Context: an optimization exercise on an open-source flow, tuned for small area and a short achievable clock period. The choices shown serve that exercise and are no tape-out recipe.
In this exercise RTL edits were held to simulation tests only and were not proved equivalent to the original.
No driver is modelled on the clock port, so clocking that relies on it looks cheaper here than on a real chip.
Power and IR drop assume default switching activity.

==> design.v <==
`timescale 1ns / 1ps
module Parameterized_ALU#(parameter N = 16)(
    input clk,
    input [N-1:0] A,
    input [N-1:0] B,
    input [3:0] ALU_Func,
    output reg [N-1:0] ALU_out,
    output reg Carry,
    output  Arith,
    output  Shift,
    output  CMP,
    output  Logic
    );
    wire sub = ALU_Func[0] | ALU_Func[3];
    wire [15:0] bx = B ^ {16{sub}};
    wire [16:0] c;
    wire [15:0] s;
    assign c[0] = sub;
    genvar i;
    generate for (i = 0; i < 16; i = i + 1) begin : add
      assign s[i] = A[i] ^ bx[i] ^ c[i];
      assign c[i+1] = (A[i] & bx[i]) | (c[i] & (A[i] ^ bx[i]));
    end endgenerate
    wire lt = ~c[16];             
    wire eq = ~|(A ^ B);
    wire gt = ~lt & ~eq;
    wire [15:0] md;
    alu_muldiv u_md(.A(A), .B(B), .div(ALU_Func[0]), .Y(md));
    always @(posedge clk) begin
        Carry <= 1'b0;
        case (ALU_Func)
            4'b0000: {Carry, ALU_out} <= {c[16], s};
            4'b0001: {Carry, ALU_out} <= {lt, s};
            4'b0010: ALU_out <= md;
            4'b0011: ALU_out <= md;
            4'b0100: ALU_out <= A & B;
            4'b0101: ALU_out <= A | B;
            4'b0110: ALU_out <= ~(A & B);
            4'b0111: ALU_out <= ~(A | B);
            4'b1000: ALU_out <= A ^ B;
            4'b1001: ALU_out <= ~(A ^ B);
            4'b1010: ALU_out <= {15'b0, eq};
            4'b1011: ALU_out <= {14'b0, gt, 1'b0};
            4'b1100: ALU_out <= {14'b0, lt, lt};
            4'b1101: ALU_out <= {1'b0, A[15:1]};
            4'b1110: ALU_out <= {A[14:0], 1'b0};
            default: ALU_out <= 16'b0;
        endcase
    end
    assign Arith = (ALU_Func[3:2] == 2'b00);
    assign Logic = (ALU_Func[3:2] == 2'b01) || (ALU_Func == 4'b1000) || (ALU_Func == 4'b1001);
    assign CMP   = (ALU_Func == 4'b1010) || (ALU_Func == 4'b1011) || (ALU_Func == 4'b1100);
    assign Shift = (ALU_Func == 4'b1101) || (ALU_Func == 4'b1110);
endmodule
module alu_muldiv(input [15:0] A, input [15:0] B, input div, output [15:0] Y);
  wire [15:0] y = ~B;
  wire [15:0] q;
  wire [16:0] hiz;
  assign hiz[16] = 1'b1;
  genvar w;
  generate for (w = 15; w >= 1; w = w - 1) begin : hz
    assign hiz[w] = hiz[w+1] & ~B[w];
  end endgenerate
  wire [0:0] s1_t, s1_r;
  wire [1:0] s1_c;
  assign s1_c[0] = 1'b1;
  assign s1_t = A[15] | ~div;
  generate for (w = 0; w < 1; w = w + 1) begin : c1
    assign s1_c[w+1] = (s1_t[w] & y[w]) | ((s1_t[w] | y[w]) & s1_c[w]);
  end endgenerate
  assign q[15] = hiz[1] & s1_c[1];
  wire ctl1 = div ? q[15] : A[15];
  assign s1_r = s1_t ^ ({1{ctl1}} & (y[0:0] ^ s1_c[0:0]));
  wire [1:0] s2_t, s2_r;
  wire [2:0] s2_c;
  assign s2_c[0] = 1'b1;
  assign s2_t = {s1_r, A[14] | ~div};
  generate for (w = 0; w < 2; w = w + 1) begin : c2
    assign s2_c[w+1] = (s2_t[w] & y[w]) | ((s2_t[w] | y[w]) & s2_c[w]);
  end endgenerate
  assign q[14] = hiz[2] & s2_c[2];
  wire ctl2 = div ? q[14] : A[14];
  assign s2_r = s2_t ^ ({2{ctl2}} & (y[1:0] ^ s2_c[1:0]));
  wire [2:0] s3_t, s3_r;
  wire [3:0] s3_c;
  assign s3_c[0] = 1'b1;
  assign s3_t = {s2_r, A[13] | ~div};
  generate for (w = 0; w < 3; w = w + 1) begin : c3
    assign s3_c[w+1] = (s3_t[w] & y[w]) | ((s3_t[w] | y[w]) & s3_c[w]);
  end endgenerate
  assign q[13] = hiz[3] & s3_c[3];
  wire ctl3 = div ? q[13] : A[13];
  assign s3_r = s3_t ^ ({3{ctl3}} & (y[2:0] ^ s3_c[2:0]));
  wire [3:0] s4_t, s4_r;
  wire [4:0] s4_c;
  assign s4_c[0] = 1'b1;
  assign s4_t = {s3_r, A[12] | ~div};
  generate for (w = 0; w < 4; w = w + 1) begin : c4
    assign s4_c[w+1] = (s4_t[w] & y[w]) | ((s4_t[w] | y[w]) & s4_c[w]);
  end endgenerate
  assign q[12] = hiz[4] & s4_c[4];
  wire ctl4 = div ? q[12] : A[12];
  assign s4_r = s4_t ^ ({4{ctl4}} & (y[3:0] ^ s4_c[3:0]));
  wire [4:0] s5_t, s5_r;
  wire [5:0] s5_c;
  assign s5_c[0] = 1'b1;
  assign s5_t = {s4_r, A[11] | ~div};
  generate for (w = 0; w < 5; w = w + 1) begin : c5
    assign s5_c[w+1] = (s5_t[w] & y[w]) | ((s5_t[w] | y[w]) & s5_c[w]);
  end endgenerate
  assign q[11] = hiz[5] & s5_c[5];
  wire ctl5 = div ? q[11] : A[11];
  assign s5_r = s5_t ^ ({5{ctl5}} & (y[4:0] ^ s5_c[4:0]));
  wire [5:0] s6_t, s6_r;
  wire [6:0] s6_c;
  assign s6_c[0] = 1'b1;
  assign s6_t = {s5_r, A[10] | ~div};
  generate for (w = 0; w < 6; w = w + 1) begin : c6
    assign s6_c[w+1] = (s6_t[w] & y[w]) | ((s6_t[w] | y[w]) & s6_c[w]);
  end endgenerate
  assign q[10] = hiz[6] & s6_c[6];
  wire ctl6 = div ? q[10] : A[10];
  assign s6_r = s6_t ^ ({6{ctl6}} & (y[5:0] ^ s6_c[5:0]));
  wire [6:0] s7_t, s7_r;
  wire [7:0] s7_c;
  assign s7_c[0] = 1'b1;
  assign s7_t = {s6_r, A[9] | ~div};
  generate for (w = 0; w < 7; w = w + 1) begin : c7
    assign s7_c[w+1] = (s7_t[w] & y[w]) | ((s7_t[w] | y[w]) & s7_c[w]);
  end endgenerate
  assign q[9] = hiz[7] & s7_c[7];
  wire ctl7 = div ? q[9] : A[9];
  assign s7_r = s7_t ^ ({7{ctl7}} & (y[6:0] ^ s7_c[6:0]));
  wire [7:0] s8_t, s8_r;
  wire [8:0] s8_c;
  assign s8_c[0] = 1'b1;
  assign s8_t = {s7_r, A[8] | ~div};
  generate for (w = 0; w < 8; w = w + 1) begin : c8
    assign s8_c[w+1] = (s8_t[w] & y[w]) | ((s8_t[w] | y[w]) & s8_c[w]);
  end endgenerate
  assign q[8] = hiz[8] & s8_c[8];
  wire ctl8 = div ? q[8] : A[8];
  assign s8_r = s8_t ^ ({8{ctl8}} & (y[7:0] ^ s8_c[7:0]));
  wire [8:0] s9_t, s9_r;
  wire [9:0] s9_c;
  assign s9_c[0] = 1'b1;
  assign s9_t = {s8_r, A[7] | ~div};
  generate for (w = 0; w < 9; w = w + 1) begin : c9
    assign s9_c[w+1] = (s9_t[w] & y[w]) | ((s9_t[w] | y[w]) & s9_c[w]);
  end endgenerate
  assign q[7] = hiz[9] & s9_c[9];
  wire ctl9 = div ? q[7] : A[7];
  assign s9_r = s9_t ^ ({9{ctl9}} & (y[8:0] ^ s9_c[8:0]));
  wire [9:0] s10_t, s10_r;
  wire [10:0] s10_c;
  assign s10_c[0] = 1'b1;
  assign s10_t = {s9_r, A[6] | ~div};
  generate for (w = 0; w < 10; w = w + 1) begin : c10
    assign s10_c[w+1] = (s10_t[w] & y[w]) | ((s10_t[w] | y[w]) & s10_c[w]);
  end endgenerate
  assign q[6] = hiz[10] & s10_c[10];
  wire ctl10 = div ? q[6] : A[6];
  assign s10_r = s10_t ^ ({10{ctl10}} & (y[9:0] ^ s10_c[9:0]));
  wire [10:0] s11_t, s11_r;
  wire [11:0] s11_c;
  assign s11_c[0] = 1'b1;
  assign s11_t = {s10_r, A[5] | ~div};
  wire [10:0] s11_g = s11_t & y[10:0];
  wire [10:0] s11_p = s11_t | y[10:0];
  wire s11_n1_g = s11_g[1] | (s11_p[1] & s11_p[0]);
  wire s11_n2_g = s11_g[3] | (s11_p[3] & s11_g[2]);
  wire s11_n2_p = s11_p[3] & s11_p[2];
  wire s11_n3_g = s11_g[5] | (s11_p[5] & s11_g[4]);
  wire s11_n3_p = s11_p[5] & s11_p[4];
  wire s11_n4_g = s11_g[7] | (s11_p[7] & s11_g[6]);
  wire s11_n4_p = s11_p[7] & s11_p[6];
  wire s11_n5_g = s11_g[9] | (s11_p[9] & s11_g[8]);
  wire s11_n5_p = s11_p[9] & s11_p[8];
  wire s11_n6_g = s11_n2_g | (s11_n2_p & s11_n1_g);
  wire s11_n7_g = s11_n4_g | (s11_n4_p & s11_n3_g);
  wire s11_n7_p = s11_n4_p & s11_n3_p;
  wire s11_n8_g = s11_n7_g | (s11_n7_p & s11_n6_g);
  wire s11_n9_g = s11_n3_g | (s11_n3_p & s11_n6_g);
  wire s11_n10_g = s11_n5_g | (s11_n5_p & s11_n8_g);
  wire s11_n11_g = s11_g[2] | (s11_p[2] & s11_n1_g);
  wire s11_n12_g = s11_g[4] | (s11_p[4] & s11_n6_g);
  wire s11_n13_g = s11_g[6] | (s11_p[6] & s11_n9_g);
  wire s11_n14_g = s11_g[8] | (s11_p[8] & s11_n8_g);
  wire s11_n15_g = s11_g[10] | (s11_p[10] & s11_n10_g);
  assign s11_c[1] = s11_p[0];
  assign s11_c[2] = s11_n1_g;
  assign s11_c[3] = s11_n11_g;
  assign s11_c[4] = s11_n6_g;
  assign s11_c[5] = s11_n12_g;
  assign s11_c[6] = s11_n9_g;
  assign s11_c[7] = s11_n13_g;
  assign s11_c[8] = s11_n8_g;
  assign s11_c[9] = s11_n14_g;
  assign s11_c[10] = s11_n10_g;
  assign s11_c[11] = s11_n15_g;
  assign q[5] = hiz[11] & s11_c[11];
  wire ctl11 = div ? q[5] : A[5];
  assign s11_r = s11_t ^ ({11{ctl11}} & (y[10:0] ^ s11_c[10:0]));
  wire [11:0] s12_t, s12_r;
  wire [12:0] s12_c;
  assign s12_c[0] = 1'b1;
  assign s12_t = {s11_r, A[4] | ~div};
  wire [11:0] s12_g = s12_t & y[11:0];
  wire [11:0] s12_p = s12_t | y[11:0];
  wire s12_n1_g = s12_g[1] | (s12_p[1] & s12_p[0]);
  wire s12_n2_g = s12_g[3] | (s12_p[3] & s12_g[2]);
  wire s12_n2_p = s12_p[3] & s12_p[2];
  wire s12_n3_g = s12_g[5] | (s12_p[5] & s12_g[4]);
  wire s12_n3_p = s12_p[5] & s12_p[4];
  wire s12_n4_g = s12_g[7] | (s12_p[7] & s12_g[6]);
  wire s12_n4_p = s12_p[7] & s12_p[6];
  wire s12_n5_g = s12_g[9] | (s12_p[9] & s12_g[8]);
  wire s12_n5_p = s12_p[9] & s12_p[8];
  wire s12_n6_g = s12_g[11] | (s12_p[11] & s12_g[10]);
  wire s12_n6_p = s12_p[11] & s12_p[10];
  wire s12_n7_g = s12_n2_g | (s12_n2_p & s12_n1_g);
  wire s12_n8_g = s12_n4_g | (s12_n4_p & s12_n3_g);
  wire s12_n8_p = s12_n4_p & s12_n3_p;
  wire s12_n9_g = s12_n6_g | (s12_n6_p & s12_n5_g);
  wire s12_n9_p = s12_n6_p & s12_n5_p;
  wire s12_n10_g = s12_n8_g | (s12_n8_p & s12_n7_g);
  wire s12_n11_g = s12_n9_g | (s12_n9_p & s12_n10_g);
  wire s12_n12_g = s12_n3_g | (s12_n3_p & s12_n7_g);
  wire s12_n13_g = s12_n5_g | (s12_n5_p & s12_n10_g);
  wire s12_n14_g = s12_g[2] | (s12_p[2] & s12_n1_g);
  wire s12_n15_g = s12_g[4] | (s12_p[4] & s12_n7_g);
  wire s12_n16_g = s12_g[6] | (s12_p[6] & s12_n12_g);
  wire s12_n17_g = s12_g[8] | (s12_p[8] & s12_n10_g);
  wire s12_n18_g = s12_g[10] | (s12_p[10] & s12_n13_g);
  assign s12_c[1] = s12_p[0];
  assign s12_c[2] = s12_n1_g;
  assign s12_c[3] = s12_n14_g;
  assign s12_c[4] = s12_n7_g;
  assign s12_c[5] = s12_n15_g;
  assign s12_c[6] = s12_n12_g;
  assign s12_c[7] = s12_n16_g;
  assign s12_c[8] = s12_n10_g;
  assign s12_c[9] = s12_n17_g;
  assign s12_c[10] = s12_n13_g;
  assign s12_c[11] = s12_n18_g;
  assign s12_c[12] = s12_n11_g;
  assign q[4] = hiz[12] & s12_c[12];
  wire ctl12 = div ? q[4] : A[4];
  assign s12_r = s12_t ^ ({12{ctl12}} & (y[11:0] ^ s12_c[11:0]));
  wire [12:0] s13_t, s13_r;
  wire [13:0] s13_c;
  assign s13_c[0] = 1'b1;
  assign s13_t = {s12_r, A[3] | ~div};
  wire [12:0] s13_g = s13_t & y[12:0];
  wire [12:0] s13_p = s13_t | y[12:0];
  wire s13_n1_g = s13_g[1] | (s13_p[1] & s13_p[0]);
  wire s13_n2_g = s13_g[3] | (s13_p[3] & s13_g[2]);
  wire s13_n2_p = s13_p[3] & s13_p[2];
  wire s13_n3_g = s13_g[5] | (s13_p[5] & s13_g[4]);
  wire s13_n3_p = s13_p[5] & s13_p[4];
  wire s13_n4_g = s13_g[7] | (s13_p[7] & s13_g[6]);
  wire s13_n4_p = s13_p[7] & s13_p[6];
  wire s13_n5_g = s13_g[9] | (s13_p[9] & s13_g[8]);
  wire s13_n5_p = s13_p[9] & s13_p[8];
  wire s13_n6_g = s13_g[11] | (s13_p[11] & s13_g[10]);
  wire s13_n6_p = s13_p[11] & s13_p[10];
  wire s13_n7_g = s13_n2_g | (s13_n2_p & s13_n1_g);
  wire s13_n8_g = s13_n4_g | (s13_n4_p & s13_n3_g);
  wire s13_n8_p = s13_n4_p & s13_n3_p;
  wire s13_n9_g = s13_n6_g | (s13_n6_p & s13_n5_g);
  wire s13_n9_p = s13_n6_p & s13_n5_p;
  wire s13_n10_g = s13_n8_g | (s13_n8_p & s13_n7_g);
  wire s13_n11_g = s13_n9_g | (s13_n9_p & s13_n10_g);
  wire s13_n12_g = s13_n3_g | (s13_n3_p & s13_n7_g);
  wire s13_n13_g = s13_n5_g | (s13_n5_p & s13_n10_g);
  wire s13_n14_g = s13_g[2] | (s13_p[2] & s13_n1_g);
  wire s13_n15_g = s13_g[4] | (s13_p[4] & s13_n7_g);
  wire s13_n16_g = s13_g[6] | (s13_p[6] & s13_n12_g);
  wire s13_n17_g = s13_g[8] | (s13_p[8] & s13_n10_g);
  wire s13_n18_g = s13_g[10] | (s13_p[10] & s13_n13_g);
  wire s13_n19_g = s13_g[12] | (s13_p[12] & s13_n11_g);
  assign s13_c[1] = s13_p[0];
  assign s13_c[2] = s13_n1_g;
  assign s13_c[3] = s13_n14_g;
  assign s13_c[4] = s13_n7_g;
  assign s13_c[5] = s13_n15_g;
  assign s13_c[6] = s13_n12_g;
  assign s13_c[7] = s13_n16_g;
  assign s13_c[8] = s13_n10_g;
  assign s13_c[9] = s13_n17_g;
  assign s13_c[10] = s13_n13_g;
  assign s13_c[11] = s13_n18_g;
  assign s13_c[12] = s13_n11_g;
  assign s13_c[13] = s13_n19_g;
  assign q[3] = hiz[13] & s13_c[13];
  wire ctl13 = div ? q[3] : A[3];
  assign s13_r = s13_t ^ ({13{ctl13}} & (y[12:0] ^ s13_c[12:0]));
  wire [13:0] s14_t, s14_r;
  wire [14:0] s14_c;
  assign s14_c[0] = 1'b1;
  assign s14_t = {s13_r, A[2] | ~div};
  wire [13:0] s14_g = s14_t & y[13:0];
  wire [13:0] s14_p = s14_t | y[13:0];
  wire s14_n1_g = s14_g[1] | (s14_p[1] & s14_p[0]);
  wire s14_n2_g = s14_g[3] | (s14_p[3] & s14_g[2]);
  wire s14_n2_p = s14_p[3] & s14_p[2];
  wire s14_n3_g = s14_g[5] | (s14_p[5] & s14_g[4]);
  wire s14_n3_p = s14_p[5] & s14_p[4];
  wire s14_n4_g = s14_g[7] | (s14_p[7] & s14_g[6]);
  wire s14_n4_p = s14_p[7] & s14_p[6];
  wire s14_n5_g = s14_g[9] | (s14_p[9] & s14_g[8]);
  wire s14_n5_p = s14_p[9] & s14_p[8];
  wire s14_n6_g = s14_g[11] | (s14_p[11] & s14_g[10]);
  wire s14_n6_p = s14_p[11] & s14_p[10];
  wire s14_n7_g = s14_g[13] | (s14_p[13] & s14_g[12]);
  wire s14_n7_p = s14_p[13] & s14_p[12];
  wire s14_n8_g = s14_n2_g | (s14_n2_p & s14_n1_g);
  wire s14_n9_g = s14_n4_g | (s14_n4_p & s14_n3_g);
  wire s14_n9_p = s14_n4_p & s14_n3_p;
  wire s14_n10_g = s14_n6_g | (s14_n6_p & s14_n5_g);
  wire s14_n10_p = s14_n6_p & s14_n5_p;
  wire s14_n11_g = s14_n9_g | (s14_n9_p & s14_n8_g);
  wire s14_n12_g = s14_n10_g | (s14_n10_p & s14_n11_g);
  wire s14_n13_g = s14_n3_g | (s14_n3_p & s14_n8_g);
  wire s14_n14_g = s14_n5_g | (s14_n5_p & s14_n11_g);
  wire s14_n15_g = s14_n7_g | (s14_n7_p & s14_n12_g);
  wire s14_n16_g = s14_g[2] | (s14_p[2] & s14_n1_g);
  wire s14_n17_g = s14_g[4] | (s14_p[4] & s14_n8_g);
  wire s14_n18_g = s14_g[6] | (s14_p[6] & s14_n13_g);
  wire s14_n19_g = s14_g[8] | (s14_p[8] & s14_n11_g);
  wire s14_n20_g = s14_g[10] | (s14_p[10] & s14_n14_g);
  wire s14_n21_g = s14_g[12] | (s14_p[12] & s14_n12_g);
  assign s14_c[1] = s14_p[0];
  assign s14_c[2] = s14_n1_g;
  assign s14_c[3] = s14_n16_g;
  assign s14_c[4] = s14_n8_g;
  assign s14_c[5] = s14_n17_g;
  assign s14_c[6] = s14_n13_g;
  assign s14_c[7] = s14_n18_g;
  assign s14_c[8] = s14_n11_g;
  assign s14_c[9] = s14_n19_g;
  assign s14_c[10] = s14_n14_g;
  assign s14_c[11] = s14_n20_g;
  assign s14_c[12] = s14_n12_g;
  assign s14_c[13] = s14_n21_g;
  assign s14_c[14] = s14_n15_g;
  assign q[2] = hiz[14] & s14_c[14];
  wire ctl14 = div ? q[2] : A[2];
  assign s14_r = s14_t ^ ({14{ctl14}} & (y[13:0] ^ s14_c[13:0]));
  wire [14:0] s15_t, s15_r;
  wire [15:0] s15_c;
  assign s15_c[0] = 1'b1;
  assign s15_t = {s14_r, A[1] | ~div};
  wire [14:0] s15_g = s15_t & y[14:0];
  wire [14:0] s15_p = s15_t | y[14:0];
  wire s15_n1_g = s15_g[1] | (s15_p[1] & s15_p[0]);
  wire s15_n2_g = s15_g[3] | (s15_p[3] & s15_g[2]);
  wire s15_n2_p = s15_p[3] & s15_p[2];
  wire s15_n3_g = s15_g[5] | (s15_p[5] & s15_g[4]);
  wire s15_n3_p = s15_p[5] & s15_p[4];
  wire s15_n4_g = s15_g[7] | (s15_p[7] & s15_g[6]);
  wire s15_n4_p = s15_p[7] & s15_p[6];
  wire s15_n5_g = s15_g[9] | (s15_p[9] & s15_g[8]);
  wire s15_n5_p = s15_p[9] & s15_p[8];
  wire s15_n6_g = s15_g[11] | (s15_p[11] & s15_g[10]);
  wire s15_n6_p = s15_p[11] & s15_p[10];
  wire s15_n7_g = s15_g[13] | (s15_p[13] & s15_g[12]);
  wire s15_n7_p = s15_p[13] & s15_p[12];
  wire s15_n8_g = s15_n2_g | (s15_n2_p & s15_n1_g);
  wire s15_n9_g = s15_n4_g | (s15_n4_p & s15_n3_g);
  wire s15_n9_p = s15_n4_p & s15_n3_p;
  wire s15_n10_g = s15_n6_g | (s15_n6_p & s15_n5_g);
  wire s15_n10_p = s15_n6_p & s15_n5_p;
  wire s15_n11_g = s15_n9_g | (s15_n9_p & s15_n8_g);
  wire s15_n12_g = s15_n10_g | (s15_n10_p & s15_n11_g);
  wire s15_n13_g = s15_n3_g | (s15_n3_p & s15_n8_g);
  wire s15_n14_g = s15_n5_g | (s15_n5_p & s15_n11_g);
  wire s15_n15_g = s15_n7_g | (s15_n7_p & s15_n12_g);
  wire s15_n16_g = s15_g[2] | (s15_p[2] & s15_n1_g);
  wire s15_n17_g = s15_g[4] | (s15_p[4] & s15_n8_g);
  wire s15_n18_g = s15_g[6] | (s15_p[6] & s15_n13_g);
  wire s15_n19_g = s15_g[8] | (s15_p[8] & s15_n11_g);
  wire s15_n20_g = s15_g[10] | (s15_p[10] & s15_n14_g);
  wire s15_n21_g = s15_g[12] | (s15_p[12] & s15_n12_g);
  wire s15_n22_g = s15_g[14] | (s15_p[14] & s15_n15_g);
  assign s15_c[1] = s15_p[0];
  assign s15_c[2] = s15_n1_g;
  assign s15_c[3] = s15_n16_g;
  assign s15_c[4] = s15_n8_g;
  assign s15_c[5] = s15_n17_g;
  assign s15_c[6] = s15_n13_g;
  assign s15_c[7] = s15_n18_g;
  assign s15_c[8] = s15_n11_g;
  assign s15_c[9] = s15_n19_g;
  assign s15_c[10] = s15_n14_g;
  assign s15_c[11] = s15_n20_g;
  assign s15_c[12] = s15_n12_g;
  assign s15_c[13] = s15_n21_g;
  assign s15_c[14] = s15_n15_g;
  assign s15_c[15] = s15_n22_g;
  assign q[1] = hiz[15] & s15_c[15];
  wire ctl15 = div ? q[1] : A[1];
  assign s15_r = s15_t ^ ({15{ctl15}} & (y[14:0] ^ s15_c[14:0]));
  wire [15:0] s16_t, s16_r;
  wire [16:0] s16_c;
  assign s16_c[0] = 1'b1;
  assign s16_t = {s15_r, A[0] | ~div};
  wire [15:0] s16_g = s16_t & y[15:0];
  wire [15:0] s16_p = s16_t | y[15:0];
  wire s16_n1_g = s16_g[1] | (s16_p[1] & s16_p[0]);
  wire s16_n2_g = s16_g[3] | (s16_p[3] & s16_g[2]);
  wire s16_n2_p = s16_p[3] & s16_p[2];
  wire s16_n3_g = s16_g[5] | (s16_p[5] & s16_g[4]);
  wire s16_n3_p = s16_p[5] & s16_p[4];
  wire s16_n4_g = s16_g[7] | (s16_p[7] & s16_g[6]);
  wire s16_n4_p = s16_p[7] & s16_p[6];
  wire s16_n5_g = s16_g[9] | (s16_p[9] & s16_g[8]);
  wire s16_n5_p = s16_p[9] & s16_p[8];
  wire s16_n6_g = s16_g[11] | (s16_p[11] & s16_g[10]);
  wire s16_n6_p = s16_p[11] & s16_p[10];
  wire s16_n7_g = s16_g[13] | (s16_p[13] & s16_g[12]);
  wire s16_n7_p = s16_p[13] & s16_p[12];
  wire s16_n8_g = s16_g[15] | (s16_p[15] & s16_g[14]);
  wire s16_n8_p = s16_p[15] & s16_p[14];
  wire s16_n9_g = s16_n2_g | (s16_n2_p & s16_n1_g);
  wire s16_n10_g = s16_n4_g | (s16_n4_p & s16_n3_g);
  wire s16_n10_p = s16_n4_p & s16_n3_p;
  wire s16_n11_g = s16_n6_g | (s16_n6_p & s16_n5_g);
  wire s16_n11_p = s16_n6_p & s16_n5_p;
  wire s16_n12_g = s16_n8_g | (s16_n8_p & s16_n7_g);
  wire s16_n12_p = s16_n8_p & s16_n7_p;
  wire s16_n13_g = s16_n10_g | (s16_n10_p & s16_n9_g);
  wire s16_n14_g = s16_n12_g | (s16_n12_p & s16_n11_g);
  wire s16_n14_p = s16_n12_p & s16_n11_p;
  wire s16_n15_g = s16_n14_g | (s16_n14_p & s16_n13_g);
  wire s16_n16_g = s16_n11_g | (s16_n11_p & s16_n13_g);
  wire s16_n17_g = s16_n3_g | (s16_n3_p & s16_n9_g);
  wire s16_n18_g = s16_n5_g | (s16_n5_p & s16_n13_g);
  wire s16_n19_g = s16_n7_g | (s16_n7_p & s16_n16_g);
  wire s16_n20_g = s16_g[2] | (s16_p[2] & s16_n1_g);
  wire s16_n21_g = s16_g[4] | (s16_p[4] & s16_n9_g);
  wire s16_n22_g = s16_g[6] | (s16_p[6] & s16_n17_g);
  wire s16_n23_g = s16_g[8] | (s16_p[8] & s16_n13_g);
  wire s16_n24_g = s16_g[10] | (s16_p[10] & s16_n18_g);
  wire s16_n25_g = s16_g[12] | (s16_p[12] & s16_n16_g);
  wire s16_n26_g = s16_g[14] | (s16_p[14] & s16_n19_g);
  assign s16_c[1] = s16_p[0];
  assign s16_c[2] = s16_n1_g;
  assign s16_c[3] = s16_n20_g;
  assign s16_c[4] = s16_n9_g;
  assign s16_c[5] = s16_n21_g;
  assign s16_c[6] = s16_n17_g;
  assign s16_c[7] = s16_n22_g;
  assign s16_c[8] = s16_n13_g;
  assign s16_c[9] = s16_n23_g;
  assign s16_c[10] = s16_n18_g;
  assign s16_c[11] = s16_n24_g;
  assign s16_c[12] = s16_n16_g;
  assign s16_c[13] = s16_n25_g;
  assign s16_c[14] = s16_n19_g;
  assign s16_c[15] = s16_n26_g;
  assign s16_c[16] = s16_n15_g;
  assign q[0] = hiz[16] & s16_c[16];
  wire ctl16 = A[0];
  assign s16_r = s16_t ^ ({16{ctl16}} & (y[15:0] ^ s16_c[15:0]));
  assign Y = div ? q : ~s16_r;
endmodule
==> flow/run.sh <==
#!/bin/bash
# The standard layout, with the port buffers made of sky130_fd_sc_hd__buf_2 cells
# (the standard flow picks clkdlybuf4s50_1). Every port still gets its buffer.
set -euo pipefail
export BUFFER_PORTS_ARGS="-buffer_cell sky130_fd_sc_hd__buf_2"
bash standard.sh > standard.log 2>&1
==> standard.sh <==
#!/bin/bash
# synth_recipe.tcl (not shown) runs the flow's synth.tcl, then flattens the netlist and writes it again
# the make line also repeats each setting of config.mk as NAME=value (left out here)
make -C /OpenROAD-flow-scripts/flow DESIGN_CONFIG=/design/flow/config.mk WORK_HOME=/design/flow/orfs CLKGATE_MAP_FILE= SYNTH_SCRIPT=/design/flow/synth_recipe.tcl "${@:-finish}"
==> config.mk <==
export PLATFORM = sky130hd
export DESIGN_NAME = Parameterized_ALU
export DESIGN_NICKNAME = Parameterized_ALU
export VERILOG_FILES = /design/flow/design.v
export SDC_FILE = /design/flow/constraint.sdc
export NUM_CORES = 4
export LEC_CHECK = 0
export ABC_AREA = 1
export CAP_MARGIN = 20
export CORE_MARGIN = 2
export CORE_UTILIZATION = 40
export SLEW_MARGIN = 20
==> constraint.sdc <==
create_clock -name core_clock -period 35.0 [get_ports {clk}]
set_input_delay 7.0000 -clock core_clock [delete_from_list [all_inputs] [get_ports {clk}]]
set_output_delay 7.0000 -clock core_clock [all_outputs]
set_load 0.01 [all_outputs]
==> summary.txt, run 1 <==
GRT overflow - 0
Final Hold Fails - 0
clock slew at reported path FFs - 0.06 ns
Util after Layout - 0.418
final setup fails - 0
Inserted Clock Buffers - 3
vias in the first global route - 10,600
Yosys cell types - 60
CTS hold repair buffers - 0
worst path arrival time - 25.38 ns
DRT Wirelength - 35.4 mm
switching pwr - 0.336 mW
layout cells sized above 1 - 0.148
top-area cell type share of the netlist area - 0.232
Avg Synthesized Cell Area - 5.58 µm²
crit path max fanout - 33
Yosys reg bits - 17
total power - 0.527 mW
via count - 11,700
number of buffers added on ports - 57
multi-input logic area - 0.00842 mm²
1st-pass router iterations - 7
Clock Path Buffers - 2
Synthesized Nets - 1,933
H-tree depth - 1
P_int - 0.191 mW
slowest cell delay on critical path - 0.59 ns
largest net degree at the start of global routing - 46
LEAKAGE - 5.73 nW
crit path to - ALU_out[14]
CP max stage cell - buf_2
via/cell ratio - 5.35
top cells by area, synth - nand2_1 (23%), nand3_1 (12%), xor2_1 (8.3%)
Yosys top cell by area - nand2_1
status - complete, no violations
post-route ant nets - 0
Area Overhead vs Synth - 2.24%
EDFF count, synth - 0
post-route DRC violation count - 0
Worst Setup End Kind - register
dpl ws - 9.78 ns
TritonCTS clock tree - yes
routed length per instance - 16.2 µm
TNS Setup - 0 ns
RSZ-0062 raised after global routing - no
top_reg_cell synth - dfxtp_1
Async S/R FF share, synth - 0
most used cell, CP - nand2_1
global placer's final weighted congestion - 0.995
Fillers - 2,877
Final min period - 25.22 ns
ANT cells - 0
Buf+Inv Stages, Crit Path - 8
Core Box Area - 0.0253 mm²
MaxCap Viol Count - 0
dpl cells - 2,176
register area - 340 µm²
antenna violations before repair - 0
Comb pwr share - 0.905
post-synthesis sequential area ratio - 0.0330
Post-CTS Setup Repair Bufs - 0
cts repair resizes - 0
die area - 0.0271 mm²
Tot GR Track Use - 0.262
fin cells - 2,180
Peak Freq - 39.7 MHz
Slew headroom - 0.473
crit share post-route - 0.721
row count - 58
sequential share of power - 0.046
drt first-iter violations - 1,053
Clock power frac - 0.049
Max Slew Vio Count - 0
first-pass GRT wire length - 56.0 mm
final setup margin - 9.78 ns
Synth Cell Area - 0.0103 mm²
Die Y - 165 µm
Ports - 58
YS warnings - 1
starting density of the core - 0.408
Root Driver - clkbuf_16
Switching Share - 0.637
Max VDD drop - 22.2 µV
critical path's top delay family - simple AND/OR/NAND/NOR gates
pwr dens - 50.0 mW/mm²
Post-Syn Instances - 1,849
CTS sink count - 17
worst hold path type - input pin to register
CP Launch Type - input pin
Crit. path cell count - 171
critical path type - input pin to register
Final #Nets - 1,935
required time worst endpoint - 35.16 ns
crit path launch - B[0]
Worst-Margin Slew - 0.789 ns
hpwl dp - 27.0 mm
die width - 165 µm
[Yosys cell counts (5+ instances only)]
master and number:
buf_4 15, nand3b_1 6, clkbuf_1 9, a21oi_1 20, a2111oi_0 6, ha_1 32
nand2_4 11, o21ai_1 23, buf_2 10, buf_6 25, a31oi_1 6, o21ai_0 41
nor4_1 6, a221oi_1 9, nor2_2 9, or2_1 12, o211ai_1 10, o22ai_1 18
nand2_1 638, xor2_2 7, dfxtp_1 17, o221ai_1 8, fa_1 15, nand3_1 238
xor2_1 98, a211oi_1 8, clkinv_1 10, inv_2 32, or2_2 5, nand3_2 53
nor2_1 119, nand2_2 70, nand4_1 13, xnor2_1 10, clkbuf_8 7, inv_1 191
[metal layers]
metal	global-route usage	wire length, µm
met1	0.353	15300
met2	0.447	16200
met3	0.0284	3020
met4	0.0660	894
met5	0	0
[registers in the layout, indices dropped and copies added (netlist names)]
| signal | count |
|---|---|
| ALU_out | 16 |
| Carry | 1 |
[worst min-delay path by stage]
stage	start	end	slack [ns]	cells past startpoint
finish	A[13]	ALU_out[13]	7.22	4
global route	ALU_Func[3]	ALU_out[0]	7.26	3
CTS	A[13]	ALU_out[13]	7.20	4
detailed placement	ALU_out[7]	ALU_out[7]	7.40	1
global placement	ALU_out[14]	ALU_out[14]	7.40	1
floorplan	ALU_Func[1]	Carry	7.21	3
[cells in the final DEF, fill, tap and decap left out, types with 7 or more instances in the layout]
cell type / n
nand2_1: 638
nand3_1: 238
inv_1: 191
nor2_1: 119
xor2_1: 98
nand2_2: 70
buf_2: 57
nand3_2: 53
o21ai_0: 41
inv_2: 32
ha_1: 32
o21ai_1: 23
a21oi_1: 20
o22ai_1: 18
dfxtp_1: 17
fa_1: 15
nand4_1: 13
or2_1: 12
buf_4: 12
nand2_4: 11
clkinv_1: 10
xnor2_1: 10
o211ai_1: 10
nor2_2: 9
a221oi_1: 9
a211oi_1: 8
o221ai_1: 8
xor2_2: 7
[area by class of cell]
class                           count  share of cell area
Sequential cell                    17              0.0323
Timing Repair Buffer               69              0.0356
Inverter                          238              0.0863
Clock inverter                      1            0.000712
Multi-Input combinational cell   1522               0.799
Clock buffer                        3             0.00712
Tap cell                          330              0.0392
[stage by stage]
stage	cell area, µm²	hold WS [ns]
2_1_floorplan	10300	7.21
3_3_place_gp	10500	7.40
3_5_place_dp	10500	7.40
4_1_cts	10500	7.20
5_1_grt	10500	7.26
6_report	10500	7.22
[worst min-delay path, delay by kind of cell]
kind | cells | cell delay (ns)
compound gates | 1 | 0.08
fa+ha+maj | 1 | 0.18
buf+inv | 1 | 0.14
simple gates | 1 | 0.05
[power groups by stage]
stage / combinational [mW] / sequential [mW] / clock [mW]
finish: 0.477 / 0.0244 / 0.0259
global placement: 0.466 / 0.0248 / 0
detailed placement: 0.468 / 0.0248 / 0
floorplan: 0.371 / 0.0267 / 0
global route: 0.534 / 0.0246 / 0.0272
CTS: 0.471 / 0.0244 / 0.0265
[kinds of logic (layout without fill, tap and decap cells)]
group / after synthesis / count (layout) / synth area share
AOI/OAI and AO/OA: 163 / 163 / 0.100
buffers and inverters: 310 / 311 / 0.150
xor gates and xnor gates: 116 / 116 / 0.105
DFF: 17 / 17 / 0.0330
adders and majority gates: 47 / 47 / 0.0679
and+or+nand+nor: 1196 / 1196 / 0.543
==> run 2: changes to the inputs <==
==> flow/run.sh (replaced) <==
#!/bin/bash
# The standard layout, with the port buffers made of sky130_fd_sc_hd__buf_2 cells
# (the standard flow picks clkdlybuf4s50_1; every port still gets its buffer), and one more
# timing repair after clock tree synthesis (flow/resize_cts.tcl).
set -euo pipefail
export BUFFER_PORTS_ARGS="-buffer_cell sky130_fd_sc_hd__buf_2"
bash standard.sh cts > standard_cts.log 2>&1
openroad -no_init -exit flow/resize_cts.tcl > resize_cts.log 2>&1
touch orfs/results/sky130hd/Parameterized_ALU/base/4_cts.sdc
bash standard.sh > standard.log 2>&1
==> flow/resize_cts.tcl (new file) <==
# After clock tree synthesis: size up and buffer the slowest paths a little further than
# the standard flow's flow does (about 1 ns more setup slack at the design's clock period), then
# legalise the placement again. Registers keep their cell types (sizing only).
set results orfs/results/sky130hd/Parameterized_ALU/base
read_liberty $::env(FLOW_HOME)/platforms/sky130hd/lib/sky130_fd_sc_hd__tt_025C_1v80.lib
read_db $results/4_cts.odb
read_sdc $results/4_cts.sdc
source $::env(FLOW_HOME)/platforms/sky130hd/setRC.tcl
set_dont_use [list sky130_fd_sc_hd__probe_p_8 sky130_fd_sc_hd__probec_p_8 sky130_fd_sc_hd__lpflow_*]
estimate_parasitics -placement
set ws [expr [sta::worst_slack_cmd max] * 1e9]
puts "worst setup slack before: $ws ns"
report_design_area
repair_timing -setup -setup_margin [expr $ws + 1.0] -sequence "unbuffer,sizeup,swap,buffer" -repair_tns 100
detailed_placement
check_placement -verbose
estimate_parasitics -placement
puts "worst setup slack after: [expr [sta::worst_slack_cmd max] * 1e9] ns"
report_design_area
write_db $results/4_cts.odb
==> summary.txt, run 2 <==
switching pwr - 0.341 mW (was 0.336 mW)
worst hold path type - input pin to register (unchanged)
Worst-Margin Slew - 0.796 ns (was 0.789 ns)
Core Box Area - 0.0253 mm² (unchanged)
final setup margin - 10.88 ns (was 9.78 ns)
Comb pwr share - 0.906 (was 0.905)
critical path type - input pin to register (unchanged)
Yosys top cell by area - nand2_1 (unchanged)
main combinational cell family by area after synthesis - simple AND/OR/NAND/NOR gates (unchanged)
hold depth - 4 (unchanged)
post-synthesis compound-gate area fraction - 0.100 (unchanged)
dpl ws - 9.78 ns (unchanged)
top cells by area, synth - nand2_1 (23%), nand3_1 (12%), xor2_1 (8.3%) (unchanged)
Yosys cell types - 60 (unchanged)
largest net degree at the start of global routing - 46 (unchanged)
post-synthesis adder-cell area fraction - 0.0679 (unchanged)
Synth Cell Area - 0.0103 mm² (unchanged)
Max VDD drop - 22.3 µV (was 22.2 µV)
via/cell ratio - 5.37 (was 5.35)
routed length per instance - 16.3 µm (was 16.2 µm)
Final Hold Fails - 0 (unchanged)
Post-CTS Setup Repair Bufs - 0 (unchanged)
Switching Share - 0.637 (about the same)
H-tree depth - 1 (unchanged)
slowest cell delay on critical path - 0.26 ns (was 0.59 ns)
Final min period - 24.12 ns (was 25.22 ns)
Peak Freq - 41.5 MHz (was 39.7 MHz)
P_int - 0.195 mW (was 0.191 mW)
met2 WL - 16.4 mm (was 16.2 mm)
post-route DRC violation count - 0 (unchanged)
Max Slew Vio Count - 0 (unchanged)
global placer's final weighted congestion - 0.995 (unchanged)
synth cell count leaders - nand2_1 (638), nand3_1 (238), inv_1 (191) (unchanged)
XOR/XNOR share of the synthesized area - 0.105 (unchanged)
row count - 58 (unchanged)
worst hold endpoint - ALU_out[13] (unchanged)
antenna violations before repair - 0 (unchanged)
crit share post-route - 0.689 (was 0.721)
EDFF count, synth - 0 (unchanged)
drt first-iter violations - 979 (was 1,053)
pwr dens - 50.0 mW/mm² (about the same)
post-synthesis sequential area ratio - 0.0330 (unchanged)
DRT Wirelength - 35.5 mm (was 35.4 mm)
via count - 11,700 (about the same)
YS warnings - 1 (unchanged)
commonest non-fill, non-tap cell in the layout - nand2_1 (unchanged)
TNS Setup - 0 ns (unchanged)
required time worst endpoint - 35.16 ns (about the same)
sequential share of power - 0.045 (was 0.046)
Yosys reg bits - 17 (unchanged)
die width - 165 µm (unchanged)
most numerous cell in the Yosys netlist - nand2_1 (unchanged)
multiplexer share of the synthesized area - 0 (unchanged)
top sig layer - met4 (unchanged)
hpwl dp - 27.0 mm (unchanged)
Worst Setup End Kind - register (unchanged)
largest reg by FF count - ALU_out (unchanged)
post-route ant nets - 0 (unchanged)
Async S/R FF share, synth - 0 (unchanged)
Fillers - 2,865 (was 2,877)
starting density of the core - 0.408 (unchanged)
worst path arrival time - 24.28 ns (was 25.38 ns)
ANT cells - 0 (unchanged)
layout cells sized above 1 - 0.152 (was 0.148)
Tot GR Track Use - 0.263 (was 0.262)
simple-gate portion of the synthesized area - 0.543 (unchanged)
TritonCTS clock tree - yes (unchanged)
top-area cell type share of the netlist area - 0.232 (unchanged)
CTS sink count - 17 (unchanged)
clock slew at reported path FFs - 0.06 ns (about the same)
Inserted Clock Buffers - 3 (unchanged)
CP Launch Type - input pin (unchanged)
LEAKAGE - 5.77 nW (was 5.73 nW)
vias in the first global route - 10,700 (was 10,600)
Clock Path Buffers - 2 (unchanged)
Die Y - 165 µm (unchanged)
most frequent cells in the layout - nand2_1 (638), nand3_1 (237), inv_1 (191) (was nand2_1 (638), nand3_1 (238), inv_1 (191))
Hold Crit Start - A[13] (unchanged)
Avg Synthesized Cell Area - 5.58 µm² (unchanged)
GRT overflow - 0 (unchanged)
Slew headroom - 0.466 (was 0.473)
RSZ-0062 raised after global routing - no (unchanged)
1st-pass router iterations - 5 (was 7)
most used cell, CP - nand2_1 (unchanged)
crit path max fanout - 29 (was 33)
Clock power frac - 0.048 (was 0.049)
met3 wire length - 2.92 mm (was 3.02 mm)
die area - 0.0271 mm² (unchanged)
MaxCap Viol Count - 0 (unchanged)
CP max stage cell - buf_4 (was buf_2)
Final #Nets - 1,935 (unchanged)
Synthesized Nets - 1,933 (unchanged)
cts repair resizes - 0 (unchanged)
final setup fails - 0 (unchanged)
number of buffers added on ports - 57 (unchanged)
CTS hold repair buffers - 0 (unchanged)
Top Registers - ALU_out: 16 flops, Carry: 1 flops (unchanged)
Post-Syn Instances - 1,849 (unchanged)
M1 WL - 15.4 mm (was 15.3 mm)
max reg flops - 16 (unchanged)
Ports - 58 (unchanged)
Root Driver - clkbuf_16 (unchanged)
placed cell area - 0.0105 mm² (unchanged)
status - complete, no violations (unchanged)
top_reg_cell synth - dfxtp_1 (unchanged)
post-route cell area - 0.0107 mm² (was 0.0105 mm²)
Area Overhead vs Synth - 3.97% (was 2.24%)
first-pass GRT wire length - 56.3 mm (was 56.0 mm)
[run 2: worst max path at each step]
stage                     startpoint          end
after floorplan                 B[8]  ALU_out[15]
after global placement          B[0]  ALU_out[14]
final                           B[3]  ALU_out[14]
after detailed placement        B[0]  ALU_out[14]
after global routing            B[2]  ALU_out[14]
after CTS                       B[0]  ALU_out[14]
[run 2: logic make-up after synthesis]
kind of cell / after synthesis
AND/OR/NAND/NOR: 1196
AO/OA/AOI/OAI: 163
XOR/XNOR: 116
buffers and inverters: 310
adder cells (fa/ha/maj): 47
flip-flops: 17
[run 2: cell type report]
type,instances,area [µm²],area share
clock buffers,3,75.1,0.00700
multi-input cells,1522,8550,0.797
clock inverters,1,7.51,0.000700
inverters,238,943,0.0880
well taps,330,413,0.0385
flip-flops and latches,17,340,0.0317
repair buffers,69,395,0.0369
[run 2: routing by layer]
metal,track usage,up-vias
met2,0.453,459
met4,0.0628,0
met3,0.0324,50
met1,0.350,5301
li1,-,5903
met5,0,-
[run 2: critical path, delay by kind of cell]
family	cells	cell delay (ns)
buffers and inverters	9	1.12
xor gates and xnor gates	6	1.29
and+or+nand+nor	161	14.65
AOI/OAI and AO/OA	1	0.09
[run 2: per-stage QoR]
step	instances	hold slack (ns)	total power, mW	utilization
2_1_floorplan	1849	7.21	0.398	-
3_3_place_gp	2176	7.40	0.491	0.414
3_5_place_dp	2176	7.40	0.493	0.414
4_1_cts	2180	7.20	0.522	0.418
5_1_grt	2180	7.26	0.594	0.425
6_report	2180	7.22	0.536	0.425
[run 2: power groups by stage]
stage                     registers (mW)  clock network, mW  logic, mW
after global routing              0.0246             0.0272      0.542
after detailed placement          0.0248                  0      0.468
after floorplan                   0.0267                  0      0.371
final                             0.0244             0.0260      0.486
after global placement            0.0248                  0      0.466
after CTS                         0.0244             0.0265      0.471
==> run 3: changes to the inputs <==
--- a/flow/resize_cts.tcl
+++ b/flow/resize_cts.tcl
@@ -1,3 +1,3 @@
 # After clock tree synthesis: size up and buffer the slowest paths a little further than
-# the standard flow's flow does (about 1 ns more setup slack at the design's clock period), then
+# the standard flow's flow does (about 1.6 ns more setup slack at the design's clock period), then
 # legalise the placement again. Registers keep their cell types (sizing only).
@@ -13,3 +13,3 @@
 report_design_area
-repair_timing -setup -setup_margin [expr $ws + 1.0] -sequence "unbuffer,sizeup,swap,buffer" -repair_tns 100
+repair_timing -setup -setup_margin [expr $ws + 1.6] -sequence "unbuffer,sizeup,swap,buffer" -repair_tns 100
 detailed_placement
==> summary.txt, run 3 <==
status - complete, no violations (unchanged)
RSZ-0062 raised after global routing - no (unchanged)
Async S/R FF share, synth - 0 (unchanged)
commonest non-fill, non-tap cell in the layout - nand2_1 (unchanged)
Clock power frac - 0.048 (about the same)
CTS hold repair buffers - 0 (unchanged)
top_reg_cell synth - dfxtp_1 (unchanged)
critical path's top delay family - simple AND/OR/NAND/NOR gates (unchanged)
Yosys top cell by area - nand2_1 (unchanged)
most frequent cells in the layout - nand2_1 (633), nand3_1 (234), inv_1 (191) (was nand2_1 (638), nand3_1 (237), inv_1 (191))
DRT Wirelength - 35.5 mm (about the same)
hpwl dp - 27.0 mm (unchanged)
Comb pwr share - 0.908 (was 0.906)
drt first-iter violations - 953 (was 979)
GRT overflow - 0 (unchanged)
clock slew at reported path FFs - 0.06 ns (about the same)
top-area cell type share of the netlist area - 0.232 (unchanged)
antenna violations before repair - 0 (unchanged)
cts repair resizes - 0 (unchanged)
required time worst endpoint - 35.21 ns (was 35.16 ns)
Root Driver - clkbuf_16 (unchanged)
max reg flops - 16 (unchanged)
Final Hold Fails - 0 (unchanged)
Yosys cell types - 60 (unchanged)
Post-Syn Instances - 1,849 (unchanged)
EDFF count, synth - 0 (unchanged)
largest reg by FF count - ALU_out (unchanged)
worst hold-check slack - 7.22 ns (about the same)
Top Registers - ALU_out: 16 flops, Carry: 1 flops (unchanged)
Switching Share - 0.630 (was 0.637)
1st-pass router iterations - 5 (unchanged)
CTS sink count - 17 (unchanged)
post-synthesis sequential area ratio - 0.0330 (unchanged)
post-route DRC violation count - 0 (unchanged)
slowest cell delay on critical path - 0.27 ns (was 0.26 ns)
global placer's final weighted congestion - 0.995 (unchanged)
worst path arrival time - 23.76 ns (was 24.28 ns)
Fillers - 2,827 (was 2,865)
crit share post-route - 0.673 (was 0.689)
via count - 11,800 (was 11,700)
Synthesized Nets - 1,933 (unchanged)
Util after Layout - 0.438 (was 0.425)
Buf+Inv Stages, Crit Path - 9 (unchanged)
TNS Setup - 0 ns (unchanged)
Peak Freq - 42.5 MHz (was 41.5 MHz)
Area Overhead vs Synth - 7.23% (was 3.97%)
worst hold endpoint - ALU_out[13] (unchanged)
sequential share of power - 0.044 (was 0.045)
routed length per instance - 16.2 µm (was 16.3 µm)
Worst-Margin Slew - 0.794 ns (was 0.796 ns)
Ports - 58 (unchanged)
Final min period - 23.55 ns (was 24.12 ns)
starting density of the core - 0.408 (unchanged)
via/cell ratio - 5.38 (was 5.37)
MaxCap Viol Count - 0 (unchanged)
vias in the first global route - 10,800 (was 10,700)
Avg Synthesized Cell Area - 5.58 µm² (unchanged)
post-route cell area - 0.0111 mm² (was 0.0107 mm²)
TritonCTS clock tree - yes (unchanged)
worst hold path type - input pin to register (unchanged)
Hold Crit Start - A[13] (unchanged)
number of buffers added on ports - 57 (unchanged)
final setup fails - 0 (unchanged)
die width - 165 µm (unchanged)
Max Slew Vio Count - 0 (unchanged)
largest net degree at the start of global routing - 46 (unchanged)
critical path type - input pin to register (unchanged)
Synth Cell Area - 0.0103 mm² (unchanged)
CP Launch Type - input pin (unchanged)
crit path max fanout - 28 (was 29)
Post-CTS Setup Repair Bufs - 0 (unchanged)
synth cell count leaders - nand2_1 (638), nand3_1 (238), inv_1 (191) (unchanged)
Core Box Area - 0.0253 mm² (unchanged)
Final #Nets - 1,944 (was 1,935)
top cells by area, synth - nand2_1 (23%), nand3_1 (12%), xor2_1 (8.3%) (unchanged)
LEAKAGE - 5.89 nW (was 5.77 nW)
Slew headroom - 0.467 (was 0.466)
die area - 0.0271 mm² (unchanged)
Worst Setup End Kind - register (unchanged)
Clock Path Buffers - 2 (unchanged)
most used cell, CP - nand2_1 (unchanged)
CP max stage cell - buf_8 (was buf_4)
row count - 58 (unchanged)
post-route ant nets - 0 (unchanged)
total power - 0.549 mW (was 0.536 mW)
P_int - 0.203 mW (was 0.195 mW)
layout cells sized above 1 - 0.167 (was 0.152)
Die Y - 165 µm (unchanged)
Tot GR Track Use - 0.265 (was 0.263)
hold depth - 4 (unchanged)
ANT cells - 0 (unchanged)
Yosys reg bits - 17 (unchanged)
H-tree depth - 1 (unchanged)
Max VDD drop - 22.3 µV (about the same)
first-pass GRT wire length - 56.7 mm (was 56.3 mm)
YS warnings - 1 (unchanged)
placed cell area - 0.0105 mm² (unchanged)
pwr dens - 49.6 mW/mm² (was 50.0 mW/mm²)
most numerous cell in the Yosys netlist - nand2_1 (unchanged)
switching pwr - 0.346 mW (was 0.341 mW)
Inserted Clock Buffers - 3 (unchanged)
-- run 3: cell counts after synthesis --
No cell type changed its count.
-- run 3: through the flow --
stage / instances / setup WS, ns
floorplan: 1849 / 14.00
global placement: 2176 / 10.10
detailed placement: 2176 / 9.78
CTS: 2180 / 10.04
global route: 2189 / 9.19
finish: 2189 / 11.45
-- run 3: layout make-up --
type / count / area, µm² / area share
clock buffers: 3 / 75.1 / 0.00679
clock inverters: 1 / 7.51 / 0.000679
inverters: 238 / 996 / 0.0901
multi-input cells: 1522 / 8710 / 0.787
flip-flops and latches: 17 / 340 / 0.0308
well taps: 330 / 413 / 0.0373
repair buffers: 78 / 519 / 0.0470
-- run 3: worst max path at each step --
stage	endpoint	slack, ns	startpoint	depth (start not counted)
2_1_floorplan	ALU_out[15]	14.00	B[8]	172
3_3_place_gp	ALU_out[14]	10.10	B[0]	168
3_5_place_dp	ALU_out[14]	9.78	B[0]	169
4_1_cts	ALU_out[14]	10.04	B[0]	169
5_1_grt	ALU_out[14]	9.19	B[6]	176
6_report	ALU_out[11]	11.45	B[2]	175
-- run 3: power groups by stage --
stage | combinational, mW | clock (mW) | sequential, mW
floorplan | 0.371 | 0 | 0.0267
global placement | 0.466 | 0 | 0.0248
detailed placement | 0.468 | 0 | 0.0248
CTS | 0.471 | 0.0265 | 0.0244
global route | 0.556 | 0.0272 | 0.0246
finish | 0.498 | 0.0261 | 0.0244
-- run 3: cells by family (layout without fill, tap and decap cells) --
group	Yosys count	after routing	synth area share
AOI/OAI and AO/OA	163	163	0.100
and+or+nand+nor	1196	1196	0.543
DFF	17	17	0.0330
adders and majority gates	47	47	0.0679
xor gates and xnor gates	116	116	0.105
buffers and inverters	310	320	0.150
-- run 3: layer usage --
layer | global-route usage | routed length [µm]
met2 | 0.454 | 16300
met4 | 0.0672 | 918
met5 | 0 | 0
met1 | 0.353 | 15600
met3 | 0.0309 | 2680
==> run 4: changes to the inputs <==
--- a/design.v
+++ b/design.v
@@ -13,17 +13,12 @@
     );
-    wire sub = ALU_Func[0] | ALU_Func[3];
-    wire [15:0] bx = B ^ {16{sub}};
-    wire [16:0] c;
-    wire [15:0] s;
-    assign c[0] = sub;
-    genvar i;
-    generate for (i = 0; i < 16; i = i + 1) begin : add
-      assign s[i] = A[i] ^ bx[i] ^ c[i];
-      assign c[i+1] = (A[i] & bx[i]) | (c[i] & (A[i] ^ bx[i]));
-    end endgenerate
-    wire lt = ~c[16];             
+    wire arr  = (ALU_Func[3:1] == 3'b001);
+    wire divm = arr & ALU_Func[0];
+    wire mulm = arr & ~ALU_Func[0];
+    wire addm = (ALU_Func == 4'b0000);
+    wire [15:0] q, r;
+    wire c;
+    alu_muldiv u_md(.A(A), .B(B), .divm(divm), .mulm(mulm), .addm(addm), .Q(q), .R(r), .C(c));
+    wire lt = ~c;
     wire eq = ~|(A ^ B);
-    wire gt = ~lt & ~eq;
-    wire [15:0] md;
-    alu_muldiv u_md(.A(A), .B(B), .div(ALU_Func[0]), .Y(md));
+    wire gt = c & ~eq;
     always @(posedge clk) begin
@@ -31,6 +26,6 @@
         case (ALU_Func)
-            4'b0000: {Carry, ALU_out} <= {c[16], s};
-            4'b0001: {Carry, ALU_out} <= {lt, s};
-            4'b0010: ALU_out <= md;
-            4'b0011: ALU_out <= md;
+            4'b0000: {Carry, ALU_out} <= {~c, ~r};
+            4'b0001: {Carry, ALU_out} <= {~c, r};
+            4'b0010: ALU_out <= ~r;
+            4'b0011: ALU_out <= q;
             4'b0100: ALU_out <= A & B;
@@ -54,3 +49,3 @@
 endmodule
-module alu_muldiv(input [15:0] A, input [15:0] B, input div, output [15:0] Y);
+module alu_muldiv(input [15:0] A, input [15:0] B, input divm, input mulm, input addm, output [15:0] Q, output [15:0] R, output C);
   wire [15:0] y = ~B;
@@ -66,3 +61,3 @@
   assign s1_c[0] = 1'b1;
-  assign s1_t = A[15] | ~div;
+  assign s1_t = (A[15] ^ addm) | mulm;
   generate for (w = 0; w < 1; w = w + 1) begin : c1
@@ -71,3 +66,3 @@
   assign q[15] = hiz[1] & s1_c[1];
-  wire ctl1 = div ? q[15] : A[15];
+  wire ctl1 = (divm & q[15]) | (mulm & A[15]);
   assign s1_r = s1_t ^ ({1{ctl1}} & (y[0:0] ^ s1_c[0:0]));
@@ -76,3 +71,3 @@
   assign s2_c[0] = 1'b1;
-  assign s2_t = {s1_r, A[14] | ~div};
+  assign s2_t = {s1_r, (A[14] ^ addm) | mulm};
   generate for (w = 0; w < 2; w = w + 1) begin : c2
@@ -81,3 +76,3 @@
   assign q[14] = hiz[2] & s2_c[2];
-  wire ctl2 = div ? q[14] : A[14];
+  wire ctl2 = (divm & q[14]) | (mulm & A[14]);
   assign s2_r = s2_t ^ ({2{ctl2}} & (y[1:0] ^ s2_c[1:0]));
@@ -86,3 +81,3 @@
   assign s3_c[0] = 1'b1;
-  assign s3_t = {s2_r, A[13] | ~div};
+  assign s3_t = {s2_r, (A[13] ^ addm) | mulm};
   generate for (w = 0; w < 3; w = w + 1) begin : c3
@@ -91,3 +86,3 @@
   assign q[13] = hiz[3] & s3_c[3];
-  wire ctl3 = div ? q[13] : A[13];
+  wire ctl3 = (divm & q[13]) | (mulm & A[13]);
   assign s3_r = s3_t ^ ({3{ctl3}} & (y[2:0] ^ s3_c[2:0]));
@@ -96,3 +91,3 @@
   assign s4_c[0] = 1'b1;
-  assign s4_t = {s3_r, A[12] | ~div};
+  assign s4_t = {s3_r, (A[12] ^ addm) | mulm};
   generate for (w = 0; w < 4; w = w + 1) begin : c4
@@ -101,3 +96,3 @@
   assign q[12] = hiz[4] & s4_c[4];
-  wire ctl4 = div ? q[12] : A[12];
+  wire ctl4 = (divm & q[12]) | (mulm & A[12]);
   assign s4_r = s4_t ^ ({4{ctl4}} & (y[3:0] ^ s4_c[3:0]));
@@ -106,3 +101,3 @@
   assign s5_c[0] = 1'b1;
-  assign s5_t = {s4_r, A[11] | ~div};
+  assign s5_t = {s4_r, (A[11] ^ addm) | mulm};
   generate for (w = 0; w < 5; w = w + 1) begin : c5
@@ -111,3 +106,3 @@
   assign q[11] = hiz[5] & s5_c[5];
-  wire ctl5 = div ? q[11] : A[11];
+  wire ctl5 = (divm & q[11]) | (mulm & A[11]);
   assign s5_r = s5_t ^ ({5{ctl5}} & (y[4:0] ^ s5_c[4:0]));
@@ -116,3 +111,3 @@
   assign s6_c[0] = 1'b1;
-  assign s6_t = {s5_r, A[10] | ~div};
+  assign s6_t = {s5_r, (A[10] ^ addm) | mulm};
   generate for (w = 0; w < 6; w = w + 1) begin : c6
@@ -121,3 +116,3 @@
   assign q[10] = hiz[6] & s6_c[6];
-  wire ctl6 = div ? q[10] : A[10];
+  wire ctl6 = (divm & q[10]) | (mulm & A[10]);
   assign s6_r = s6_t ^ ({6{ctl6}} & (y[5:0] ^ s6_c[5:0]));
@@ -126,3 +121,3 @@
   assign s7_c[0] = 1'b1;
-  assign s7_t = {s6_r, A[9] | ~div};
+  assign s7_t = {s6_r, (A[9] ^ addm) | mulm};
   generate for (w = 0; w < 7; w = w + 1) begin : c7
@@ -131,3 +126,3 @@
   assign q[9] = hiz[7] & s7_c[7];
-  wire ctl7 = div ? q[9] : A[9];
+  wire ctl7 = (divm & q[9]) | (mulm & A[9]);
   assign s7_r = s7_t ^ ({7{ctl7}} & (y[6:0] ^ s7_c[6:0]));
@@ -136,3 +131,3 @@
   assign s8_c[0] = 1'b1;
-  assign s8_t = {s7_r, A[8] | ~div};
+  assign s8_t = {s7_r, (A[8] ^ addm) | mulm};
   generate for (w = 0; w < 8; w = w + 1) begin : c8
@@ -141,3 +136,3 @@
   assign q[8] = hiz[8] & s8_c[8];
-  wire ctl8 = div ? q[8] : A[8];
+  wire ctl8 = (divm & q[8]) | (mulm & A[8]);
   assign s8_r = s8_t ^ ({8{ctl8}} & (y[7:0] ^ s8_c[7:0]));
@@ -146,3 +141,3 @@
   assign s9_c[0] = 1'b1;
-  assign s9_t = {s8_r, A[7] | ~div};
+  assign s9_t = {s8_r, (A[7] ^ addm) | mulm};
   generate for (w = 0; w < 9; w = w + 1) begin : c9
@@ -151,3 +146,3 @@
   assign q[7] = hiz[9] & s9_c[9];
-  wire ctl9 = div ? q[7] : A[7];
+  wire ctl9 = (divm & q[7]) | (mulm & A[7]);
   assign s9_r = s9_t ^ ({9{ctl9}} & (y[8:0] ^ s9_c[8:0]));
@@ -156,3 +151,3 @@
   assign s10_c[0] = 1'b1;
-  assign s10_t = {s9_r, A[6] | ~div};
+  assign s10_t = {s9_r, (A[6] ^ addm) | mulm};
   generate for (w = 0; w < 10; w = w + 1) begin : c10
@@ -161,3 +156,3 @@
   assign q[6] = hiz[10] & s10_c[10];
-  wire ctl10 = div ? q[6] : A[6];
+  wire ctl10 = (divm & q[6]) | (mulm & A[6]);
   assign s10_r = s10_t ^ ({10{ctl10}} & (y[9:0] ^ s10_c[9:0]));
@@ -166,3 +161,3 @@
   assign s11_c[0] = 1'b1;
-  assign s11_t = {s10_r, A[5] | ~div};
+  assign s11_t = {s10_r, (A[5] ^ addm) | mulm};
   wire [10:0] s11_g = s11_t & y[10:0];
@@ -201,3 +196,3 @@
   assign q[5] = hiz[11] & s11_c[11];
-  wire ctl11 = div ? q[5] : A[5];
+  wire ctl11 = (divm & q[5]) | (mulm & A[5]);
   assign s11_r = s11_t ^ ({11{ctl11}} & (y[10:0] ^ s11_c[10:0]));
@@ -206,3 +201,3 @@
   assign s12_c[0] = 1'b1;
-  assign s12_t = {s11_r, A[4] | ~div};
+  assign s12_t = {s11_r, (A[4] ^ addm) | mulm};
   wire [11:0] s12_g = s12_t & y[11:0];
@@ -247,3 +242,3 @@
   assign q[4] = hiz[12] & s12_c[12];
-  wire ctl12 = div ? q[4] : A[4];
+  wire ctl12 = (divm & q[4]) | (mulm & A[4]);
   assign s12_r = s12_t ^ ({12{ctl12}} & (y[11:0] ^ s12_c[11:0]));
@@ -252,3 +247,3 @@
   assign s13_c[0] = 1'b1;
-  assign s13_t = {s12_r, A[3] | ~div};
+  assign s13_t = {s12_r, (A[3] ^ addm) | mulm};
   wire [12:0] s13_g = s13_t & y[12:0];
@@ -295,3 +290,3 @@
   assign q[3] = hiz[13] & s13_c[13];
-  wire ctl13 = div ? q[3] : A[3];
+  wire ctl13 = (divm & q[3]) | (mulm & A[3]);
   assign s13_r = s13_t ^ ({13{ctl13}} & (y[12:0] ^ s13_c[12:0]));
@@ -300,3 +295,3 @@
   assign s14_c[0] = 1'b1;
-  assign s14_t = {s13_r, A[2] | ~div};
+  assign s14_t = {s13_r, (A[2] ^ addm) | mulm};
   wire [13:0] s14_g = s14_t & y[13:0];
@@ -347,3 +342,3 @@
   assign q[2] = hiz[14] & s14_c[14];
-  wire ctl14 = div ? q[2] : A[2];
+  wire ctl14 = (divm & q[2]) | (mulm & A[2]);
   assign s14_r = s14_t ^ ({14{ctl14}} & (y[13:0] ^ s14_c[13:0]));
@@ -352,3 +347,3 @@
   assign s15_c[0] = 1'b1;
-  assign s15_t = {s14_r, A[1] | ~div};
+  assign s15_t = {s14_r, (A[1] ^ addm) | mulm};
   wire [14:0] s15_g = s15_t & y[14:0];
@@ -401,3 +396,3 @@
   assign q[1] = hiz[15] & s15_c[15];
-  wire ctl15 = div ? q[1] : A[1];
+  wire ctl15 = (divm & q[1]) | (mulm & A[1]);
   assign s15_r = s15_t ^ ({15{ctl15}} & (y[14:0] ^ s15_c[14:0]));
@@ -406,3 +401,3 @@
   assign s16_c[0] = 1'b1;
-  assign s16_t = {s15_r, A[0] | ~div};
+  assign s16_t = {s15_r, (A[0] ^ addm) | mulm};
   wire [15:0] s16_g = s16_t & y[15:0];
@@ -463,5 +458,7 @@
   assign q[0] = hiz[16] & s16_c[16];
-  wire ctl16 = A[0];
+  wire ctl16 = A[0] | ~mulm;
   assign s16_r = s16_t ^ ({16{ctl16}} & (y[15:0] ^ s16_c[15:0]));
-  assign Y = div ? q : ~s16_r;
+  assign Q = q;
+  assign R = s16_r;
+  assign C = s16_c[16];
 endmodule
--- a/flow/resize_cts.tcl
+++ b/flow/resize_cts.tcl
@@ -1,3 +1,3 @@
 # After clock tree synthesis: size up and buffer the slowest paths a little further than
-# the standard flow's flow does (about 1.6 ns more setup slack at the design's clock period), then
+# the standard flow's flow does (about 1 ns more setup slack at the design's clock period), then
 # legalise the placement again. Registers keep their cell types (sizing only).
@@ -13,3 +13,3 @@
 report_design_area
-repair_timing -setup -setup_margin [expr $ws + 1.6] -sequence "unbuffer,sizeup,swap,buffer" -repair_tns 100
+repair_timing -setup -setup_margin [expr $ws + 1.0] -sequence "unbuffer,sizeup,swap,buffer" -repair_tns 100
 detailed_placement
==> summary.txt, run 4 <==
Die Y - 160 µm (was 165 µm)
drt first-iter violations - 1,078 (was 953)
CP max stage cell - buf_2 (was buf_8)
status - complete, no violations (unchanged)
most used cell, CP - nand2_1 (unchanged)
commonest non-fill, non-tap cell in the layout - nand2_1 (unchanged)
TNS Setup - 0 ns (unchanged)
crit share post-route - 0.679 (was 0.673)
crit path max fanout - 27 (was 28)
die area - 0.0257 mm² (was 0.0271 mm²)
number of buffers added on ports - 57 (unchanged)
Tot GR Track Use - 0.257 (was 0.265)
top-area cell type share of the netlist area - 0.261 (was 0.232)
Yosys top cell by area - nand2_1 (unchanged)
1st-pass router iterations - 6 (was 5)
Top Registers - ALU_out: 16 flops, Carry: 1 flops (unchanged)
layout cells sized above 1 - 0.150 (was 0.167)
CP Launch Type - input pin (unchanged)
GRT overflow - 0 (unchanged)
routed length per instance - 15.3 µm (was 16.2 µm)
MaxCap Viol Count - 0 (unchanged)
Yosys cell types - 53 (was 60)
Final #Nets - 1,958 (was 1,944)
EDFF count, synth - 0 (unchanged)
final setup margin - 11.22 ns (was 11.45 ns)
multiplexer share of the synthesized area - 0.00102 (was 0)
final setup fails - 0 (unchanged)
RSZ-0062 raised after global routing - no (unchanged)
LEAKAGE - 5.74 nW (was 5.89 nW)
starting density of the core - 0.405 (was 0.408)
via count - 11,800 (unchanged)
H-tree depth - 1 (unchanged)
Final min period - 23.78 ns (was 23.55 ns)
Fillers - 2,637 (was 2,827)
Max Slew Vio Count - 0 (unchanged)
top cells by area, synth - nand2_1 (26%), nand3_1 (15%), inv_1 (8.0%) (was nand2_1 (23%), nand3_1 (12%), xor2_1 (8.3%))
hpwl dp - 25.8 mm (was 27.0 mm)
top_reg_cell synth - dfxtp_1 (unchanged)
clock slew at reported path FFs - 0.05 ns (was 0.06 ns)
Post-CTS Setup Repair Bufs - 0 (unchanged)
largest net degree at the start of global routing - 33 (was 46)
XOR/XNOR share of the synthesized area - 0.101 (was 0.105)
global placer's final weighted congestion - 0.910 (was 0.995)
Worst Setup End Kind - register (unchanged)
simple-gate portion of the synthesized area - 0.591 (was 0.543)
post-synthesis sequential area ratio - 0.0348 (was 0.0330)
post-route DRC violation count - 0 (unchanged)
worst path arrival time - 23.86 ns (was 23.76 ns)
worst hold-check slack - 7.26 ns (was 7.22 ns)
## run 4: changes by cell type after synthesis, sizes merged, moves of 12 or more
cell and delta:
nand2 +33, fa -15, buf -12, nand3 +49, inv +26, o21ai -12
xor2 -12
## run 4: power breakdown
part	switching (mW)	internal, mW
clock network	0.00705	0.0154
logic	0.137	0.0651
registers	0.000690	0.0229
total	0.145	0.103
## run 4: final timing paths
path / from / endpoint / slack [ns] / cells past startpoint
min: ALU_Func[1] / ALU_out[0] / 7.26 / 5
max: B[1] / ALU_out[8] / 11.22 / 164
## run 4: cell families after synthesis
| logic type | after synthesis |
|---|---|
| AND/OR/NAND/NOR | 1254 |
| adder cells (fa/ha/maj) | 32 |
| XOR/XNOR | 104 |
| AO/OA/AOI/OAI | 141 |
| multiplexers | 1 |
| buffers and inverters | 331 |
| flip-flops | 17 |
## run 4: critical path, delay by kind of cell
family                    cells  cell delay (ns)
AOI/OAI and AO/OA             2             0.56
xor gates and xnor gates      7             1.54
buffers and inverters        10             1.47
and+or+nand+nor             145            13.18
## run 4: area by class of cell
class	count	area [µm²]	share of cell area
Timing Repair Buffer	74	428	0.0407
Inverter	261	1000	0.0954
Clock buffer	4	78.8	0.00750
Tap cell	324	405	0.0386
Multi-Input combinational cell	1532	8250	0.785
Sequential cell	17	340	0.0324
## run 4: per-stage QoR
stage	util	area [µm²]
finish	0.435	10500
global route	0.435	10500
CTS	0.425	10300
detailed placement	0.422	10200
global placement	0.422	10200
floorplan	-	9790
## run 4: per-layer routing
metal  share of wire  vias to the layer above  GRT usage
met1            0.43                     5248      0.344
met3           0.089                       71     0.0354
li1                -                     5997          -
met2            0.45                      450      0.434
met5               0                        -          0
met4           0.026                        0     0.0667

what the ideal ports hide:
In the flow no input, the clock included, has a driving cell. The finished layouts below were timed again as built, in two steps.
Step 1 assumes that a clkbuf_16 drives the clock port and a buf_2 every other input.
Step 2 times the ports against the registers' clock, not the clock port: input delays grow and output delays shrink by t, the midpoint of the rising clock arrivals with the driver on.
a / b / c = ideal / step 1 / step 2; a / b = the first two.
run | t (ns) | slack for setup (ns) | clock arrival spread, ns | worst slew at a driven data input, ns
run 1 | 0.303 | 9.780 / 9.791 / 9.487 | 0.003 / 0.003 | 0.03
run 2 | 0.303 | 10.883 / 10.899 / 10.595 | 0.003 / 0.003 | 0.04
run 3 | 0.304 | 11.450 / 11.462 / 11.158 | 0.005 / 0.004 | 0.05
run 4 | 0.273 | 11.218 / 11.220 / 10.947 | 0.007 / 0.006 | 0.06
After both steps setup and hold are still met in every run listed. The setup slack of run 1, which loses most, moves by +0.011 ns with the drivers and by -0.293 ns with both steps.
